From an optimization exercise on the open Yosys and OpenROAD flow, aimed at small area; shortcuts taken in it are not production practice.
Only simulation tests tie the RTL to the original design; equivalence was not proved.

==> flow/design.v, too long to show whole: its modules and the start of the top module <==
// module top_level: 3396 lines
// module fa: 4 lines
// module ha: 4 lines
module top_level (
    input clk, reset,
    input logic signed [10:0] sig_modulated_fixed_real,
    input logic signed [10:0] sig_modulated_fixed_imag,
    input logic signed [10:0] demod_Lo_real,
    input logic signed [10:0] demod_Lo_imag,
    output logic signed [61:0] sig_demod_30_real,
    output logic signed [61:0] sig_demod_30_imag
);
  // ...
==> flow/run.sh <==
#!/bin/bash
# synth_recipe.tcl (not shown) runs the flow's synth.tcl, then flattens the netlist and writes it again
# the make line also repeats each setting of config.mk as NAME=value (left out here)
make -C /OpenROAD-flow-scripts/flow DESIGN_CONFIG=/design/flow/config.mk WORK_HOME=/design/flow/orfs CLKGATE_MAP_FILE= SYNTH_SCRIPT=/design/flow/synth_recipe.tcl finish
==> flow/config.mk <==
export PLATFORM = sky130hd
export DESIGN_NAME = top_level
export DESIGN_NICKNAME = top_level
export VERILOG_FILES = /design/flow/design.v
export SDC_FILE = /design/flow/constraint.sdc
export NUM_CORES = 4
export LEC_CHECK = 0
export CAP_MARGIN = 20
export CORE_MARGIN = 2
export CORE_UTILIZATION = 50
export SLEW_MARGIN = 20
export SYNTH_HIERARCHICAL = 1
export SYNTH_MINIMUM_KEEP_SIZE = 0
==> flow/constraint.sdc <==
create_clock -name core_clock -period 10.0 [get_ports {clk}]
set_input_delay 2.0000 -clock core_clock [delete_from_list [all_inputs] [get_ports {clk}]]
set_output_delay 2.0000 -clock core_clock [all_outputs]
set_load 0.01 [all_outputs]
==> run summary, run 1 <==
status = complete, no violations
Pins Over Slew Limit = 0
R2R cell count = 18
syn_area_per_cell = 9.29 µm²
Fin Setup TNS = 0 ps
FMAX = 103 MHz
Post-Synth Simple-Gate Area = 20.2%
most frequent cells in the layout = 582 x nand2_1, 443 x fa_1, 270 x buf_4
CP Max Fanout = 14
Worst Max-Slew Pin Slew = 1010 ps
Biggest Area Class = multi-input combinational cells
Synth cell types = 62
met2 wire len = 36,100 µm
Worst Path Required = 10,340 ps
synth warn = 7
Hold EP = out_re[22]$_SDFFE_PP0P_
grt met2 use = 49.3%
Max stage delay on crit path = 570 ps
WL met1 = 29,100 µm
DR pass1 iterations = 5
worst hold path depth = 2
Syn-to-layout area delta = 19.6%
WL/cell = 19.2 µm
routed vias = 19,700
maxcap violations = 0
CP Launch Type = input pin
sequential cells = 167
CTS tree = done
clock sink count = 167
largest family of logic cells by synthesized area = adder cells
Die Height = 227 µm
==> inputs of run 2 (changes only) <==
--- a/flow/config.mk
+++ b/flow/config.mk
@@ -8,6 +8,7 @@
 export CAP_MARGIN = 20
 export CORE_MARGIN = 2
 export CORE_UTILIZATION = 50
+export GPL_TIMING_DRIVEN = 0
 export SLEW_MARGIN = 20
 export SYNTH_HIERARCHICAL = 1
 export SYNTH_MINIMUM_KEEP_SIZE = 0
==> run 2 against run 1 <==
Fmax shrank 0.96%. Design area shrank 1.4%. Via count grew 1.8%. Register-to-register slack lost 1500 ps. Sequential share of layout area grew 0.18 points. Area after synthesis is the same. Die area is the same. Synthesized cell count is the same. Clock skew grew 7.0 ps. Global-route usage grew 3.8 points. Critical path type unchanged.
==> run summary, run 2 <==
pre-CTS setup slack = -1980 ps
nets@finish = 3,631
clock latency on the worst-skew pair = 450 ps
Worst Path Required = 10,340 ps (about the same)
ANT nets after route = 0
Mapped Cells = 2,688
R2R cell count = 18 (unchanged)
DR pass1 iterations = 5 (unchanged)
Placed Area = 0.0275 mm²
final hold vios = 0
synth warn = 7 (unchanged)
largest net degree at the start of global routing = 36
Layout Utilization = 59.9%
Post-synth EDFFs = 46
DP HPWL = 63,600 µm
Area contributors post-synth = fa_1 36%, ha_1 11%, dfxtp_1 9.7%
worst rel slew slack = 33.8%
Post-Synth XOR/XNOR Area = 3.72%
flops & latches, synth = 167
port bufs = 169
maxcap violations = 0 (unchanged)
FMAX = 102 MHz (-0.96%)
Final period util = 97.9%
vias in the first global route = 20,800
Design Area, Final = 0.0294 mm²
Synth Area in Compound Gates = 7.32%
mux share of post-synthesis cell area = 0.892%
hold slack final = 447 ps
Worst EP arrival = 10,130 ps
routed wire length = 79,800 µm
Initial Utilization = 50.8%
Root Buffer Master = clkbuf_16
Die Height = 227 µm (unchanged)
routability cong. = 0.982
die area = 0.0517 mm²
Synth async-reset ratio = 0%
CP Launch Type = input pin
crit end category = flop
routed vias = 20,000 (+1.8%)
mapped cell area = 0.0250 mm²
Worst Max-Slew Pin Slew = 993 ps (-19.6 ps)
Yosys top cell area share = 35.6%
Synth top cells by count = 582 x nand2_1, 444 x fa_1, 246 x and2_1
Top FF cell, synth = dfxtp_1
Cell Rows = 81
# IOs = 170
worst hold path depth = 2 (unchanged)
Syn-to-layout area delta = 17.9%
Clock transition at path regs = 70 ps
htree depth = 4
CP Max Fanout = 10 (-4)
Synth Area in Adders = 46.8%
Crit path buffers/inverters = 2
dpl cells = 3,523
total of fill cells in the finished design = 4,345
Vias/cell = 5.57
leading cell type in the layout, fill and taps excluded = nand2_1
register area share after synthesis = 15.2%
Max stage delay on crit path = 600 ps (+30 ps)
first-pass GRT wire length = 121,000 µm
largest area contributor in the netlist = fa_1
Die W = 227 µm
All-Layer GR Usage = 31.6%
core box area = 0.0492 mm²
syn_area_per_cell = 9.29 µm² (unchanged)
share of layout cells above drive strength 1 = 11.3%
instance count on the critical path = 27
Cell Count, Final, Fillers Out = 3,597
worst hold path type = flop to flop
antenna violations before repair = 3
Pins Over Slew Limit = 0 (unchanged)
CTS Buffer Depth = 2
Post-Synth Simple-Gate Area = 20.2% (unchanged)
status = complete, no violations
most frequent cells in the layout = 582 x nand2_1, 436 x fa_1, 245 x and2_1
post-route minimum period = 9790 ps
critical path's top delay family = adder cells
Remaining Overflow, GRT = 0
syn nets = 3,401
DR iter-0 viols = 1,465
slowest CP cell = fa_1
Hold Buf Count CTS = 0
Crit Path Category = input pin to flop
CTS tree = done
largest family of logic cells by synthesized area = adder cells
Setup violations, final = 0
post-route clock skew = 15.8 ps
clock sink count = 167 (unchanged)
cts bufs inserted = 17
fin worst setup slack = 210 ps
WL/cell = 22.2 µm (+15%)
most frequent CP cell = fa_1
DRC Markers = 0
Synth cell types = 62 (unchanged)
most frequent cell after synthesis = nand2_1
==> run 2: changes by cell type in the layout (fill, tap and decap cells not counted), sizes merged <==
cell and change:
bufinv +2, dlygate4sd2 +4, buf -160, clkinv -1, inv -2, clkdlybuf4s50 -37, clkdlybuf4s15 +8, clkbuf +135
dlymetal6s2s +2, diode +2
==> run 2: timing repair <==
| action | 4_1_cts | 5_1_grt |
|---|---|---|
| gates cloned | 1 | 0 |
| buffers inserted | 33 | 6 |
| setup endpoints to repair | 30 | 13 |
| endpoints found under the hold margin | 0 | 0 |
| resized for setup | 306 | 124 |
| pin swaps | 8 | 10 |
==> run 2: final timing paths <==
| check | from | end | slack [ps] |
|---|---|---|---|
| worst max-delay path | sig_modulated_fixed_real[9] | acc_re[28]$_SDFF_PP0_ | 210 |
| worst min-delay path | acc_im[25]$_SDFF_PP0_ | out_im[25]$_SDFFE_PP0P_ | 450 |
| worst max register to register | cnt[0]$_SDFF_PP0_ | acc_re[28]$_SDFF_PP0_ | 3250 |
| worst min register to register | acc_im[25]$_SDFF_PP0_ | out_im[25]$_SDFFE_PP0P_ | 450 |
==> run 2: final cells by class <==
| class | instances | area, µm² | share of cell area (%) |
|---|---|---|---|
| clock buffers | 18 | 450 | 1.53 |
| multi-input cells | 2197 | 20100 | 68.2 |
| clock inverters | 14 | 159 | 0.540 |
| flip-flops and latches | 167 | 3810 | 12.9 |
| inverters | 114 | 428 | 1.45 |
| well taps | 664 | 831 | 2.82 |
| repair buffers | 211 | 1940 | 6.59 |
| diodes | 2 | 5.00 | 0.0170 |
| plain buffers | 210 | 1730 | 5.89 |
==> run 2: worst min-delay path: stages (launching register included) <==
cell     delay [ps]
dfxtp_1         310
nand2_1          50
a21oi_1          50
==> run 2: stage by stage <==
step                setup TNS [ps]
floorplan                        0
global placement            -34890
detailed placement          -35860
CTS                              0
global route                 -25.7
finish                           0
==> run 2: routing by layer <==
layer  up-vias  part of all wire [%]  track usage, %
met4         0                   2.8            9.07
met2       656                    47            51.2
met5         -                     0               0
met3       134                   7.4            6.39
li1       9008                     -               -
met1     10200                    42            43.2
==> run 2: kinds of logic (layout without fill, tap and decap cells) <==
group | after synthesis | in the layout
simple gates | 1109 | 1109
fa+ha+maj | 667 | 667
buf+inv | 324 | 567
compound gates | 293 | 293
flops | 167 | 167
xor+xnor | 106 | 106
mux | 22 | 22
other cells | 0 | 2
==> run 2: per-module statistics from Yosys (local to each module, per instance) <==
module,cells,copies in the design
fa,1,444
ha,1,171
top_level,2073,1
==> inputs of run 3 (changes only) <==
==> flow/flow/run.sh (new file) <==
#!/bin/bash
# The standard layout, with smaller port buffers: buffer_ports otherwise picks
# clkdlybuf4s50_1 for every port.
set -euo pipefail
export BUFFER_PORTS_ARGS="-buffer_cell sky130_fd_sc_hd__buf_2"
bash standard.sh > standard.log 2>&1
==> flow/standard.sh (new file) <==
#!/bin/bash
# synth_recipe.tcl (not shown) runs the flow's synth.tcl, then flattens the netlist and writes it again
# the make line also repeats each setting of config.mk as NAME=value (left out here)
make -C /OpenROAD-flow-scripts/flow DESIGN_CONFIG=/design/flow/config.mk WORK_HOME=/design/flow/orfs CLKGATE_MAP_FILE= SYNTH_SCRIPT=/design/flow/synth_recipe.tcl "${@:-finish}"
--- a/flow/config.mk
+++ b/flow/config.mk
@@ -9,6 +9,7 @@
 export CORE_MARGIN = 2
 export CORE_UTILIZATION = 50
 export GPL_TIMING_DRIVEN = 0
+export SETUP_SLACK_MARGIN = 0.2
 export SLEW_MARGIN = 20
 export SYNTH_HIERARCHICAL = 1
 export SYNTH_MINIMUM_KEEP_SIZE = 0
removed: flow/run.sh
==> run 3 against run 2 <==
Still clean on timing, DRC and antenna. Non-clock buffer count is 19 lower. Core utilization is 2.3 points lower. Die area stayed put. Via count is 1.2% lower. Synthesized cell count stayed put. Clock-buffer cell count is 4 higher. First-iteration DRC count is 3.2% lower. Wire length is 3.5% lower. Global-route usage is 1.1 points lower. Design area is 3.9% lower.
==> run summary, run 3 <==
Yosys top cell area share = 35.6% (unchanged)
Synth Area in Compound Gates = 7.32% (unchanged)
Pins Over Slew Limit = 0 (unchanged)
CP Max Fanout = 10 (unchanged)
Remaining Overflow, GRT = 0 (unchanged)
Max stage delay on crit path = 560 ps (-40 ps)
DRC Markers = 0 (unchanged)
nets@finish = 3,612 (-0.52%)
Setup violations, final = 0 (unchanged)
Post-Synth XOR/XNOR Area = 3.72% (unchanged)
mux share of post-synthesis cell area = 0.892% (unchanged)
Crit Path Category = input pin to flop
port bufs = 169 (unchanged)
DP HPWL = 62,000 µm (-2.6%)
Post-Synth Simple-Gate Area = 20.2% (unchanged)
total of fill cells in the finished design = 4,423 (+1.8%)
die area = 0.0517 mm² (unchanged)
slowest CP cell = fa_1
WL/cell = 21.5 µm (-2.9%)
Antenna diodes = 0 (-2)
Root Buffer Master = clkbuf_16
register area share after synthesis = 15.2% (unchanged)
routed vias = 19,800 (-1.2%)
first-pass GRT wire length = 118,000 µm (-2.4%)
FMAX = 104 MHz (+1.9%)
most frequent CP cell = fa_1
All-Layer GR Usage = 30.6% (-1.1 points)
Worst Path Required = 10,320 ps (-20 ps)
crit end category = flop
antenna violations before repair = 1 (-2)
largest net degree at the start of global routing = 36 (unchanged)
core box area = 0.0492 mm² (unchanged)
Top FF cell, synth = dfxtp_1
worst hold path type = flop to flop
Synth top cells by count = 582 x nand2_1, 444 x fa_1, 246 x and2_1
post-route minimum period = 9600 ps (-187 ps)
CTS tree = done
routability cong. = 0.975 (-0.64%)
Mapped Cells = 2,688 (unchanged)
synth warn = 7 (unchanged)
DR pass1 iterations = 5 (unchanged)
Fin Setup TNS = 0 ps (unchanged)
most frequent cell after synthesis = nand2_1
syn nets = 3,401 (unchanged)
Initial Utilization = 50.8% (unchanged)
Area contributors post-synth = fa_1 36%, ha_1 11%, dfxtp_1 9.7%
ANT nets after route = 0 (unchanged)
Clock transition at path regs = 70 ps (about the same)
R2R cell count = 18 (unchanged)
worst hold path depth = 2 (unchanged)
pre-CTS setup slack = -1860 ps (+127 ps)
clock latency on the worst-skew pair = 450 ps (about the same)
Worst Max-Slew Pin Slew = 991 ps (-1.95 ps)
Hold Buf Count CTS = 0 (unchanged)
Vias/cell = 5.53 (-0.67%)
CP Launch Type = input pin
DR iter-0 viols = 1,418 (-3.2%)
Post-synth EDFFs = 46 (unchanged)
Cell Rows = 81 (unchanged)
hold slack final = 448 ps (+1.37 ps)
largest area contributor in the netlist = fa_1
CTS Buffer Depth = 2 (unchanged)
worst rel slew slack = 33.8% (+0.040 points)
Syn-to-layout area delta = 13.4%
maxcap violations = 0 (unchanged)
leading cell type in the layout, fill and taps excluded = nand2_1
Synth Area in Adders = 46.8% (unchanged)
status = complete, no violations
share of layout cells above drive strength 1 = 15.6% (+4.2 points)
# IOs = 170 (unchanged)
htree depth = 4 (unchanged)
post-route clock skew = 11.3 ps (-4.53 ps)
syn_area_per_cell = 9.29 µm² (unchanged)
cts bufs inserted = 17 (unchanged)
fin worst setup slack = 396 ps (+187 ps)
final hold vios = 0 (unchanged)
Worst EP arrival = 9920 ps (-210 ps)
RSZ-0062 raised after global routing = yes
Synth cell types = 62 (unchanged)
Final period util = 96.0% (-1.9 points)
Synth async-reset ratio = 0% (unchanged)
mapped cell area = 0.0250 mm² (unchanged)
most frequent cells in the layout = 581 x nand2_1, 438 x fa_1, 246 x and2_1
vias in the first global route = 20,500 (-1.9%)
routed wire length = 77,000 µm (-3.5%)
Die W = 227 µm (unchanged)
largest family of logic cells by synthesized area = adder cells
clock sink count = 167 (unchanged)
Die Height = 227 µm (unchanged)
flops & latches, synth = 167 (unchanged)
==> run 3: cell type report <==
class	instances	area, µm²	area share, %
multi-input combinational	2197	20100	70.9
clock buffer	22	485	1.72
buffer	210	1500	5.29
inverter	114	428	1.51
sequential	167	3800	13.4
timing repair buffer	192	1070	3.78
clock inverter	10	105	0.371
tap	664	831	2.94
==> run 3: path summary, 6_finish.rpt <==
check | start | end | slack [ps]
hold / removal | acc_re[0]$_SDFF_PP0_ | out_re[0]$_SDFFE_PP0P_ | 450
setup reg to reg | cnt[0]$_SDFF_PP0_ | acc_re[28]$_SDFF_PP0_ | 3350
setup / recovery | sig_modulated_fixed_real[6] | acc_im[27]$_SDFF_PP0_ | 400
hold reg to reg | acc_re[0]$_SDFF_PP0_ | out_re[0]$_SDFFE_PP0P_ | 450
==> run 3: cell families after synthesis <==
family,count (synthesis)
xor gates and xnor gates,106
muxes,22
AOI/OAI and AO/OA,293
adders and majority gates,667
and+or+nand+nor,1109
DFF,167
buffers and inverters,324
==> run 3: through the flow <==
stage | instance area [µm²] | util, % | instances
finish | 28300 | 57.6 | 3576
detailed placement | 26700 | 54.3 | 3524
global route | 28300 | 57.6 | 3576
global placement | 26600 | 54.2 | 3521
CTS | 27800 | 56.6 | 3563
floorplan | 25000 | - | 2688
==> run 3: modules after synthesis (local to each module, per instance) <==
| module | flops+latches | cells | cell area (µm²) | copies in the design |
|---|---|---|---|---|
| fa | 0 | 1 | 20.0 | 444 |
| ha | 0 | 1 | 12.5 | 171 |
| top_level | 167 | 2073 | 13900 | 1 |
==> run 3: timing repair <==
item | 4_1_cts | 5_1_grt
resized for setup | 153 | 186
pin swaps | 6 | 14
buffers inserted | 7 | 13
hold endpoints to repair | 0 | 0
cloned | 0 | 0
setup endpoints to repair | 25 | 17
==> run 3: worst max-delay path: cells and delay by family <==
family / cells / cell delay [ps]
compound gates: 11 / 2030
xor+xnor: 2 / 340
fa+ha+maj: 10 / 4100
buf+inv: 3 / 570
simple gates: 6 / 850
==> run 3: per-layer routing <==
metal  up-vias  global-route usage (%)  routed length [µm]
li1       8963                       -                   -
met1      9989                    41.9               32400
met2       715                    49.1               36300
met3       124                    6.80                6230
met4         2                    8.16                2120
met5         -                       0                  11
==> inputs of run 4 (changes only) <==
==> flow/flow/run.sh (replaced) <==
#!/bin/bash
# The standard layout, with smaller port buffers: buffer_ports otherwise picks
# clkdlybuf4s50_1 for every port.
set -euo pipefail
export BUFFER_PORTS_ARGS="-buffer_cell sky130_fd_sc_hd__buf_1"
bash standard.sh > standard.log 2>&1
==> run 4 against run 3 <==
Hold slack better by 3.3 ps. Setup slack better by 27 ps. Flip-flop and latch count did not move. Sequential share of layout area hardly changed. First-iteration DRC count is 7.4% lower. Via count rose by 0.62%. Design area grew 0.12%. Non-clock buffer count rose by 2. Largest cell class unchanged.
==> run summary, run 4 <==
Worst Path Required = 10,330 ps (about the same)
Die Height = 227 µm (unchanged)
Synth cell types = 62 (unchanged)
crit end category = flop
first-pass GRT wire length = 117,000 µm (-1.0%)
antenna violations before repair = 0 (-1)
post-route minimum period = 9580 ps (-27.0 ps)
final hold vios = 0 (unchanged)
syn_area_per_cell = 9.29 µm² (unchanged)
Top FF cell, synth = dfxtp_1
leading cell type in the layout, fill and taps excluded = nand2_1
Die W = 227 µm (unchanged)
mapped cell area = 0.0250 mm² (unchanged)
Design Area, Final = 0.0283 mm² (+0.12%)
pre-CTS setup slack = -1820 ps (+36.1 ps)
metal3 WL = 5460 µm (-12%)
cts bufs inserted = 17 (unchanged)
most frequent cells in the layout = 581 x nand2_1, 435 x fa_1, 246 x and2_1
Vias/cell = 5.56 (+0.51%)
syn nets = 3,401 (unchanged)
CP Max Fanout = 10 (unchanged)
Cell Rows = 81 (unchanged)
nets@finish = 3,614 (+0.055%)
status = complete, no violations
worst hold path type = flop to flop
largest net degree at the start of global routing = 36 (unchanged)
routed vias = 19,900 (+0.62%)
Pins Over Slew Limit = 0 (unchanged)
share of layout cells above drive strength 1 = 11.1% (-4.4 points)
Mapped Cells = 2,688 (unchanged)
post-route clock skew = 16.4 ps (+5.13 ps)
largest area contributor in the netlist = fa_1
Clock transition at path regs = 70 ps (about the same)
htree depth = 4 (unchanged)
fin worst setup slack = 423 ps (+27.0 ps)
met2 wire len = 36,600 µm (+0.81%)
top sig layer = met4
setup slack on the worst flop-to-flop path = 3160 ps (-190 ps)
Root Buffer Master = clkbuf_16
DRC Markers = 0 (unchanged)
Post-synth EDFFs = 46 (unchanged)
Setup violations, final = 0 (unchanged)
routed wire length = 76,800 µm (-0.29%)
critical path's top delay family = adder cells
maxcap violations = 0 (unchanged)
die area = 0.0517 mm² (unchanged)
Synth top cells by count = 582 x nand2_1, 444 x fa_1, 246 x and2_1
Layout Utilization = 57.7% (+0.071 points)
most frequent CP cell = fa_1
RSZ-0062 raised after global routing = yes
CTS Buffer Depth = 2 (unchanged)
flops & latches, synth = 167 (unchanged)
Synth async-reset ratio = 0% (unchanged)
Remaining Overflow, GRT = 0 (unchanged)
register area share after synthesis = 15.2% (unchanged)
hold slack final = 451 ps (+3.34 ps)
Final period util = 95.8% (-0.27 points)
Initial Utilization = 50.8% (unchanged)
WL/cell = 21.5 µm (-0.40%)
CTS tree = done
clock sink count = 167 (unchanged)
Crit Path Category = input pin to flop
ANT nets after route = 0 (unchanged)
Placed Area = 0.0265 mm² (-0.77%)
# IOs = 170 (unchanged)
clock latency on the worst-skew pair = 460 ps (about the same)
CP Launch Type = input pin
FMAX = 104 MHz (+0.28%)
All-Layer GR Usage = 30.3% (-0.24 points)
Hold Buf Count CTS = 0 (unchanged)
Worst Max-Slew Pin Slew = 1080 ps (+90.2 ps)
Syn-to-layout area delta = 13.5%
DR iter-0 viols = 1,313 (-7.4%)
Yosys top cell area share = 35.6% (unchanged)
WL met1 = 32,300 µm (about the same)
Crit path buffers/inverters = 2 (-1)
slowest CP cell = fa_1
synth warn = 7 (unchanged)
vias in the first global route = 20,600 (+0.71%)
port bufs = 169 (unchanged)
most frequent cell after synthesis = nand2_1
Area contributors post-synth = fa_1 36%, ha_1 11%, dfxtp_1 9.7%
Max stage delay on crit path = 580 ps (+20 ps)
total of fill cells in the finished design = 4,437 (+0.32%)
Worst EP arrival = 9910 ps (about the same)
DR pass1 iterations = 5 (unchanged)
core box area = 0.0492 mm² (unchanged)
worst rel slew slack = 27.9% (-5.9 points)
routability cong. = 0.970 (-0.55%)
DP HPWL = 61,900 µm (about the same)
[run 4: cell counts after synthesis]
Identical to the previous run, type by type.
[run 4: final timing paths]
check                                            startpoint                      end  cells past startpoint
worst max-delay path            sig_modulated_fixed_imag[5]    acc_re[28]$_SDFF_PP0_                     29
worst min-delay path                  acc_re[28]$_SDFF_PP0_  out_re[28]$_SDFFE_PP0P_                      2
worst max register to register            cnt[0]$_SDFF_PP0_    acc_re[28]$_SDFF_PP0_                     18
worst min register to register        acc_re[28]$_SDFF_PP0_  out_re[28]$_SDFFE_PP0P_                      2
[run 4: area by class of cell]
| class | count | area (µm²) | share of cell area, % |
|---|---|---|---|
| tap | 664 | 831 | 2.93 |
| antenna | 2 | 5.00 | 0.0177 |
| multi-input combinational | 2197 | 20100 | 70.9 |
| timing repair buffer | 194 | 945 | 3.33 |
| sequential | 167 | 3800 | 13.4 |
| buffer | 210 | 1660 | 5.85 |
| inverter | 114 | 428 | 1.51 |
| clock buffer | 21 | 462 | 1.63 |
| clock inverter | 11 | 123 | 0.433 |
[run 4: what timing repair did]
| action | CTS | global route |
|---|---|---|
| setup endpoints to repair | 28 | 15 |
| pin swaps | 4 | 22 |
| buffers inserted | 8 | 14 |
| gates resized for setup | 231 | 178 |
[run 4: modules after synthesis (local to each module, per instance)]
module     copies in the design  cells inside  flops+latches  area (µm²)
top_level                     1          2073            167       13900
ha                          171             1              0        12.5
fa                          444             1              0        20.0
[run 4: cell families (layout without fill, tap and decap cells)]
kind of cell / after synthesis / in the layout / synth area share [%]
muxes: 22 / 22 / 0.892
and+or+nand+nor: 1109 / 1109 / 20.2
xor gates and xnor gates: 106 / 106 / 3.72
DFF: 167 / 167 / 15.2
adders and majority gates: 667 / 667 / 46.8
AOI/OAI and AO/OA: 293 / 293 / 7.32
buffers and inverters: 324 / 550 / 5.86
other: 0 / 2 / 0
[run 4: per-layer routing]
metal	global-route usage, %	vias to the layer above
met5	0	-
li1	-	8970
met2	48.8	734
met4	10.5	0
met3	6.09	157
met1	40.9	10100
[run 4: per-stage QoR]
| stage | std cells | setup TNS (ps) |
|---|---|---|
| after global placement | 3521 | -23300 |
| after CTS | 3564 | 0 |
| after detailed placement | 3524 | -24530 |
| final | 3580 | 0 |
| after global routing | 3578 | 0 |
| after floorplan | 2688 | 0 |
[run 4: worst reg2reg max path, delay by kind of cell (launching register included)]
family	cells	cell delay, ps
compound gates	9	2680
fa+ha+maj	3	1060
buf+inv	3	1610
flops	1	500
mux	1	320
simple gates	2	540
==> inputs of run 5 (changes only) <==
==> flow/flow/run.sh (replaced) <==
#!/bin/bash
# The standard layout, with smaller port buffers: buffer_ports otherwise picks
# clkdlybuf4s50_1 for every port.
set -euo pipefail
export BUFFER_PORTS_ARGS="-buffer_cell sky130_fd_sc_hd__buf_2"
bash standard.sh > standard.log 2>&1
--- a/flow/config.mk
+++ b/flow/config.mk
@@ -8,8 +8,9 @@
 export CAP_MARGIN = 20
 export CORE_MARGIN = 2
 export CORE_UTILIZATION = 50
+export CTS_BUF_LIST = sky130_fd_sc_hd__clkbuf_8
 export GPL_TIMING_DRIVEN = 0
-export SETUP_SLACK_MARGIN = 0.2
+export SETUP_SLACK_MARGIN = 0.1
 export SLEW_MARGIN = 20
 export SYNTH_HIERARCHICAL = 1
 export SYNTH_MINIMUM_KEEP_SIZE = 0
==> run 5 against run 4 <==
Still clean on timing, DRC and antenna. Critical path depth up 2. Register-to-register slack improved by 70 ps. Critical path type unchanged. Largest cell class unchanged.
==> run summary, run 5 <==
status = complete, no violations
Die W = 227 µm (unchanged)
Remaining Overflow, GRT = 0 (unchanged)
largest area contributor in the netlist = fa_1
maxcap violations = 0 (unchanged)
ANT nets after route = 0 (unchanged)
routed wire length = 76,600 µm (-0.31%)
fin worst setup slack = 244 ps (-179 ps)
CTS Buffer Depth = 2 (unchanged)
Reg-to-Reg End = acc_re[28]$_SDFF_PP0_
syn nets = 3,401 (unchanged)
clock sink count = 167 (unchanged)
antenna violations before repair = 2 (+2)
Worst Max-Slew Pin Slew = 1060 ps (-24.3 ps)
mapped cell area = 0.0250 mm² (unchanged)
Final period util = 97.6% (+1.8 points)
WL/cell = 21.5 µm (about the same)
Top FF cell, synth = dfxtp_1
Layout Utilization = 56.6% (-1.1 points)
DR pass1 iterations = 5 (unchanged)
post-route clock skew = 14.4 ps (-2.06 ps)
Initial Utilization = 50.8% (unchanged)
post-route minimum period = 9760 ps (+179 ps)
CTS tree = done
pre-CTS setup slack = -1860 ps (-36.1 ps)
R2R cell count = 18 (unchanged)
CP Max Fanout = 10 (unchanged)
final hold vios = 0 (unchanged)
share of layout cells above drive strength 1 = 14.8% (+3.7 points)
Synth async-reset ratio = 0% (unchanged)
port bufs = 169 (unchanged)
Max stage delay on crit path = 540 ps (-40 ps)
Synth top cells by count = 582 x nand2_1, 444 x fa_1, 246 x and2_1
Cell Rows = 81 (unchanged)
vias in the first global route = 20,300 (-1.3%)
Hold Buf Count CTS = 0 (unchanged)
most frequent cell after synthesis = nand2_1
die area = 0.0517 mm² (unchanged)
Critical Path Sink = acc_im[28]$_SDFF_PP0_
Die Height = 227 µm (unchanged)
reg2reg start = cnt[0]$_SDFF_PP0_
DRC Markers = 0 (unchanged)
clock latency on the worst-skew pair = 500 ps (+40 ps)
leading cell type in the layout, fill and taps excluded = nand2_1
Synth cell types = 62 (unchanged)
most frequent cells in the layout = 581 x nand2_1, 443 x fa_1, 246 x and2_1
Worst Path Required = 10,390 ps (+60 ps)
largest net degree at the start of global routing = 36 (unchanged)
Pins Over Slew Limit = 0 (unchanged)
Setup crit start = sig_modulated_fixed_real[6]
flops & latches, synth = 167 (unchanged)
slowest CP cell = fa_1
Mapped Cells = 2,688 (unchanged)
FMAX = 103 MHz (-1.8%)
htree depth = 4 (unchanged)
routed vias = 19,700 (-0.99%)
first-pass GRT wire length = 117,000 µm (+0.67%)
DP HPWL = 62,000 µm (about the same)
core box area = 0.0492 mm² (unchanged)
nets@finish = 3,605 (-0.25%)
Syn-to-layout area delta = 11.4%
worst rel slew slack = 28.9% (+1.0 points)
RSZ-0062 raised after global routing = no
# IOs = 170 (unchanged)
Root Buffer Master = clkbuf_8
Post-synth EDFFs = 46 (unchanged)
Setup violations, final = 0 (unchanged)
most frequent CP cell = fa_1
Worst EP arrival = 10,150 ps (+240 ps)
crit end category = flop
cts bufs inserted = 17 (unchanged)
Clock transition at path regs = 90 ps (+20 ps)
Crit Path Category = input pin to flop
Vias/cell = 5.53 (-0.68%)
worst hold path type = flop to flop
register area share after synthesis = 15.2% (unchanged)
Antenna diodes = 0 (-2)
Yosys top cell area share = 35.6% (unchanged)
routability cong. = 0.975 (+0.56%)
setup slack on the worst flop-to-flop path = 3230 ps (+70 ps)
hold slack final = 452 ps (+0.387 ps)
DR iter-0 viols = 1,385 (+5.5%)
CP Launch Type = input pin
syn_area_per_cell = 9.29 µm² (unchanged)
All-Layer GR Usage = 30.5% (+0.19 points)
synth warn = 7 (unchanged)
Area contributors post-synth = fa_1 36%, ha_1 11%, dfxtp_1 9.7%
==> run 5: routing by layer <==
metal / routed length [µm] / up-vias / global-route usage, % / share of wire (%)
met4: 2270 / 4 / 8.62 / 3.0
met3: 6140 / 140 / 6.94 / 8.0
li1: - / 8943 / - / -
met5: 28 / - / 0 / 0.037
met2: 35900 / 741 / 48.7 / 47
met1: 32200 / 9891 / 41.8 / 42
==> run 5: how the worst min path moves through the flow <==
stage,startpoint,to,slack (ps),cells past startpoint
after floorplan,acc_im[0]$_SDFF_PP0_,out_im[0]$_SDFFE_PP0P_,430,2
after global placement,out_re[5]$_SDFFE_PP0P_,out_re[5]$_SDFFE_PP0P_,440,2
after detailed placement,acc_re[0]$_SDFF_PP0_,out_re[0]$_SDFFE_PP0P_,440,2
after CTS,acc_re[28]$_SDFF_PP0_,out_re[28]$_SDFFE_PP0P_,450,2
after global routing,acc_re[28]$_SDFF_PP0_,out_re[28]$_SDFFE_PP0P_,480,2
final,acc_re[0]$_SDFF_PP0_,out_re[0]$_SDFFE_PP0P_,450,2
==> run 5: repair_timing <==
item                       CTS  global route
setup endpoints to repair   22            13
resized for setup          113           159
buffers inserted             2            11
pin swaps                    2            10
==> run 5: metrics by stage <==
stage / setup TNS, ps / cell area, µm² / std cells
after floorplan: 0 / 25000 / 2688
after global placement: -18730 / 26600 / 3521
after global routing: 0 / 27800 / 3569
after CTS: 0 / 27400 / 3558
after detailed placement: -22510 / 26700 / 3524
final: 0 / 27800 / 3569
==> run 5: kinds of logic after synthesis <==
family	Yosys count	share of synthesized area (%)
xor gates and xnor gates	106	3.72
and+or+nand+nor	1109	20.2
muxes	22	0.892
buffers and inverters	324	5.86
AOI/OAI and AO/OA	293	7.32
adders and majority gates	667	46.8
DFF	167	15.2
==> run 5: final cells by class <==
class                      count  area, µm²
clock buffer                  19        262
fill                        4489      21400
tap                          664        831
timing repair buffer         185       1000
buffer                       210       1340
multi-input combinational   2197      20000
clock inverter                13        143
sequential                   167       3800
inverter                     114        428
==> run 5: per-module statistics from Yosys (local to each module, per instance) <==
module	flip-flops and latches	cells	area, µm²
top_level	167	2073	13900
ha	0	1	12.5
fa	0	1	20.0
==> run 5: critical path, delay by kind of cell <==
family / cells / cell delay [ps]
AO/OA/AOI/OAI: 12 / 2020
multiplexers: 1 / 340
XOR/XNOR: 1 / 200
AND/OR/NAND/NOR: 5 / 950
adder cells (fa/ha/maj): 10 / 4160
buffers and inverters: 2 / 440
==> inputs of run 6 (changes only) <==
--- a/flow/config.mk
+++ b/flow/config.mk
@@ -8,7 +8,7 @@
 export CAP_MARGIN = 20
 export CORE_MARGIN = 2
 export CORE_UTILIZATION = 50
-export CTS_BUF_LIST = sky130_fd_sc_hd__clkbuf_8
+export CTS_BUF_LIST = sky130_fd_sc_hd__clkbuf_2 sky130_fd_sc_hd__clkbuf_4 sky130_fd_sc_hd__clkbuf_8
 export GPL_TIMING_DRIVEN = 0
 export SETUP_SLACK_MARGIN = 0.1
 export SLEW_MARGIN = 20
==> run 6 against run 5 <==
Area after synthesis stayed put. Design area hardly changed. Global-route usage stayed put. Register-to-register slack hardly changed. Critical path depth stayed put. Flip-flop and latch count stayed put. Setup slack better by 29 ps. Die area stayed put. Clock-buffer cell count is 2 higher. Critical path type unchanged. Largest cell class unchanged.
==> run summary, run 6 <==
total of fill cells in the finished design = 4,486 (-0.067%)
most frequent cells in the layout = 581 x nand2_1, 443 x fa_1, 246 x and2_1
antenna violations before repair = 2 (unchanged)
Design Area, Final = 0.0278 mm² (about the same)
DP HPWL = 62,000 µm (unchanged)
final hold vios = 0 (unchanged)
Cell Rows = 81 (unchanged)
grt met2 use = 48.7% (unchanged)
mapped cell area = 0.0250 mm² (unchanged)
Die W = 227 µm (unchanged)
Worst Path Required = 10,390 ps (about the same)
Vias/cell = 5.52 (about the same)
die area = 0.0517 mm² (unchanged)
nets@finish = 3,605 (unchanged)
Antenna diodes = 0 (unchanged)
worst hold path type = flop to flop
syn nets = 3,401 (unchanged)
leading cell type in the layout, fill and taps excluded = nand2_1
status = complete, no violations
flops & latches, synth = 167 (unchanged)
synth warn = 7 (unchanged)
post-route minimum period = 9730 ps (-28.6 ps)
Die Height = 227 µm (unchanged)
post-route clock skew = 14.4 ps (+0.00720 ps)
CTS tree = done
Worst EP arrival = 10,120 ps (-30 ps)
most frequent CP cell = fa_1
maxcap violations = 0 (unchanged)
instance count on the critical path = 31 (unchanged)
Synth top cells by count = 582 x nand2_1, 444 x fa_1, 246 x and2_1
# IOs = 170 (unchanged)
ANT nets after route = 0 (unchanged)
syn_area_per_cell = 9.29 µm² (unchanged)
Remaining Overflow, GRT = 0 (unchanged)
WL/cell = 21.4 µm (-0.13%)
RSZ-0062 raised after global routing = no
Clock transition at path regs = 90 ps (about the same)
Fin Setup TNS = 0 ps (unchanged)
Root Buffer Master = clkbuf_8
DR iter-0 viols = 1,392 (+0.51%)
Initial Utilization = 50.8% (unchanged)
Mapped Cells = 2,688 (unchanged)
crit end category = flop
Worst Max-Slew Pin Slew = 1060 ps (+0.183 ps)
port bufs = 169 (unchanged)
routed wire length = 76,500 µm (-0.13%)
clock latency on the worst-skew pair = 500 ps (about the same)
CTS Buffer Depth = 2 (unchanged)
worst hold path depth = 2 (unchanged)
cts bufs inserted = 17 (unchanged)
Max stage delay on crit path = 540 ps (about the same)
slowest CP cell = fa_1
first-pass GRT wire length = 117,000 µm (unchanged)
routability cong. = 0.975 (unchanged)
Crit path buffers/inverters = 2 (unchanged)
Yosys top cell area share = 35.6% (unchanged)
critical path's top delay family = adder cells
Area contributors post-synth = fa_1 36%, ha_1 11%, dfxtp_1 9.7%
most frequent cell after synthesis = nand2_1
met1 Use GR = 41.8% (unchanged)
Setup violations, final = 0 (unchanged)
DRC Markers = 0 (unchanged)
Synth cell types = 62 (unchanged)
largest net degree at the start of global routing = 36 (unchanged)
share of layout cells above drive strength 1 = 14.9% (+0.069 points)
Post-synth EDFFs = 46 (unchanged)
FMAX = 103 MHz (+0.29%)
CP Max Fanout = 10 (unchanged)
Placed Area = 0.0267 mm² (unchanged)
R2R cell count = 18 (unchanged)
routed vias = 19,700 (-0.051%)
register area share after synthesis = 15.2% (unchanged)
vias in the first global route = 20,300 (+0.0049%)
Top FF cell, synth = dfxtp_1
Crit Path Category = input pin to flop
All-Layer GR Usage = 30.5% (unchanged)
largest area contributor in the netlist = fa_1
setup slack on the worst flop-to-flop path = 3230 ps (about the same)
Syn-to-layout area delta = 11.4% (about the same)
GR Util met3 = 6.94% (unchanged)
worst rel slew slack = 28.9% (about the same)
GRT busiest layer = met2
core box area = 0.0492 mm² (unchanged)
Final period util = 97.3% (-0.29 points)
Synth async-reset ratio = 0% (unchanged)
Pins Over Slew Limit = 0 (unchanged)
DR pass1 iterations = 5 (unchanged)
htree depth = 4 (unchanged)
clock sink count = 167 (unchanged)
CP Launch Type = input pin
run 6: path summary, 6_finish.rpt:
kind	from	to
worst max-delay path	sig_modulated_fixed_real[6]	acc_im[28]$_SDFF_PP0_
worst min register to register	acc_re[0]$_SDFF_PP0_	out_re[0]$_SDFFE_PP0P_
worst min-delay path	acc_re[0]$_SDFF_PP0_	out_re[0]$_SDFFE_PP0P_
worst max register to register	cnt[0]$_SDFF_PP0_	acc_re[28]$_SDFF_PP0_
run 6: modules after synthesis, one instance, submodules excluded:
| module | cells | copies in the design | flip-flops and latches | area (µm²) |
|---|---|---|---|---|
| top_level | 2073 | 1 | 167 | 13900 |
| fa | 1 | 444 | 0 | 20.0 |
| ha | 1 | 171 | 0 | 12.5 |
run 6: logic make-up (layout without fill, tap and decap cells):
logic type	after synthesis	after routing	synth area share (%)
buffers and inverters	324	541	5.86
AND/OR/NAND/NOR	1109	1109	20.2
XOR/XNOR	106	106	3.72
multiplexers	22	22	0.892
flip-flops	167	167	15.2
AO/OA/AOI/OAI	293	293	7.32
adder cells (fa/ha/maj)	667	667	46.8
run 6: what timing repair did:
action	in CTS	in global routing
buffers inserted	2	11
pin swaps	2	10
gates resized for setup	113	159
hold buffers	0	0
setup endpoints to repair	22	13
run 6: per-layer routing:
layer,share of wire (%),vias up
li1,-,8940
met4,3.0,4
met5,0.037,-
met3,7.9,139
met1,42,9885
met2,47,741
run 6: layout make-up:
type                            count  area, µm²  area share (%)
Timing Repair Buffer              185       1000            3.61
Inverter                          114        428            1.54
Clock inverter                     11        135           0.486
Tap cell                          664        831            2.99
Multi-Input combinational cell   2197      20000            71.9
Sequential cell                   167       3800            13.7
Clock buffer                       21        277           0.994
Buffer                            210       1340            4.81
run 6: stage by stage:
stage | std cells | hold slack (ps) | worst slack (ps) | utilization, %
after floorplan | 2688 | 427 | 327 | -
after global placement | 3521 | 439 | -1680 | 54.2
after detailed placement | 3524 | 443 | -1860 | 54.3
after CTS | 3558 | 455 | 104 | 55.7
after global routing | 3569 | 477 | 83.4 | 56.6
final | 3569 | 452 | 273 | 56.6
run 6: tightest hold or removal path, stage by stage (launching register included):
cell     delay [ps]
dfxtp_1         320
nand2_1          50
a21oi_1          50

static timing again, ports no longer ideal:
The flow's constraints put no driver on any port. The routed layouts listed below were extracted and timed again, unchanged, in two steps. Step 1: set_driving_cell puts a clkbuf_16 on clk and a buf_2 on each other input, an assumption about the parent block. Step 2 also shifts input and output timing later by t, the mid clock arrival at the registers, as if the neighbouring blocks saw the same clock. a / b / c = ideal ports / drivers / drivers and shift; a / b = the first two.
run | shift t [ns] | setup slack, ns | worst setup path at the end | slew at the worst register clock pin (ns) | pins driven straight from the clock port
run 1 | 0.502 | 0.304 / 0.320 / -0.182 | input to register | 0.08 / 0.08 | 1
run 2 | 0.501 | 0.210 / 0.242 / -0.259 | input to register | 0.08 / 0.08 | 1
run 3 | 0.495 | 0.396 / 0.408 / -0.088 | input to register | 0.07 / 0.07 | 1
run 4 | 0.499 | 0.423 / 0.455 / -0.044 | input to register | 0.08 / 0.08 | 1
run 5 | 0.542 | 0.244 / 0.268 / -0.274 | input to register | 0.10 / 0.10 | 1
run 6 | 0.542 | 0.273 / 0.296 / -0.246 | input to register | 0.10 / 0.10 | 1
With both steps, setup timing fails in every run listed, where it was met with ideal ports. The setup slack of run 6, which loses most, moves by +0.023 ns with the drivers and by -0.519 ns with both steps.
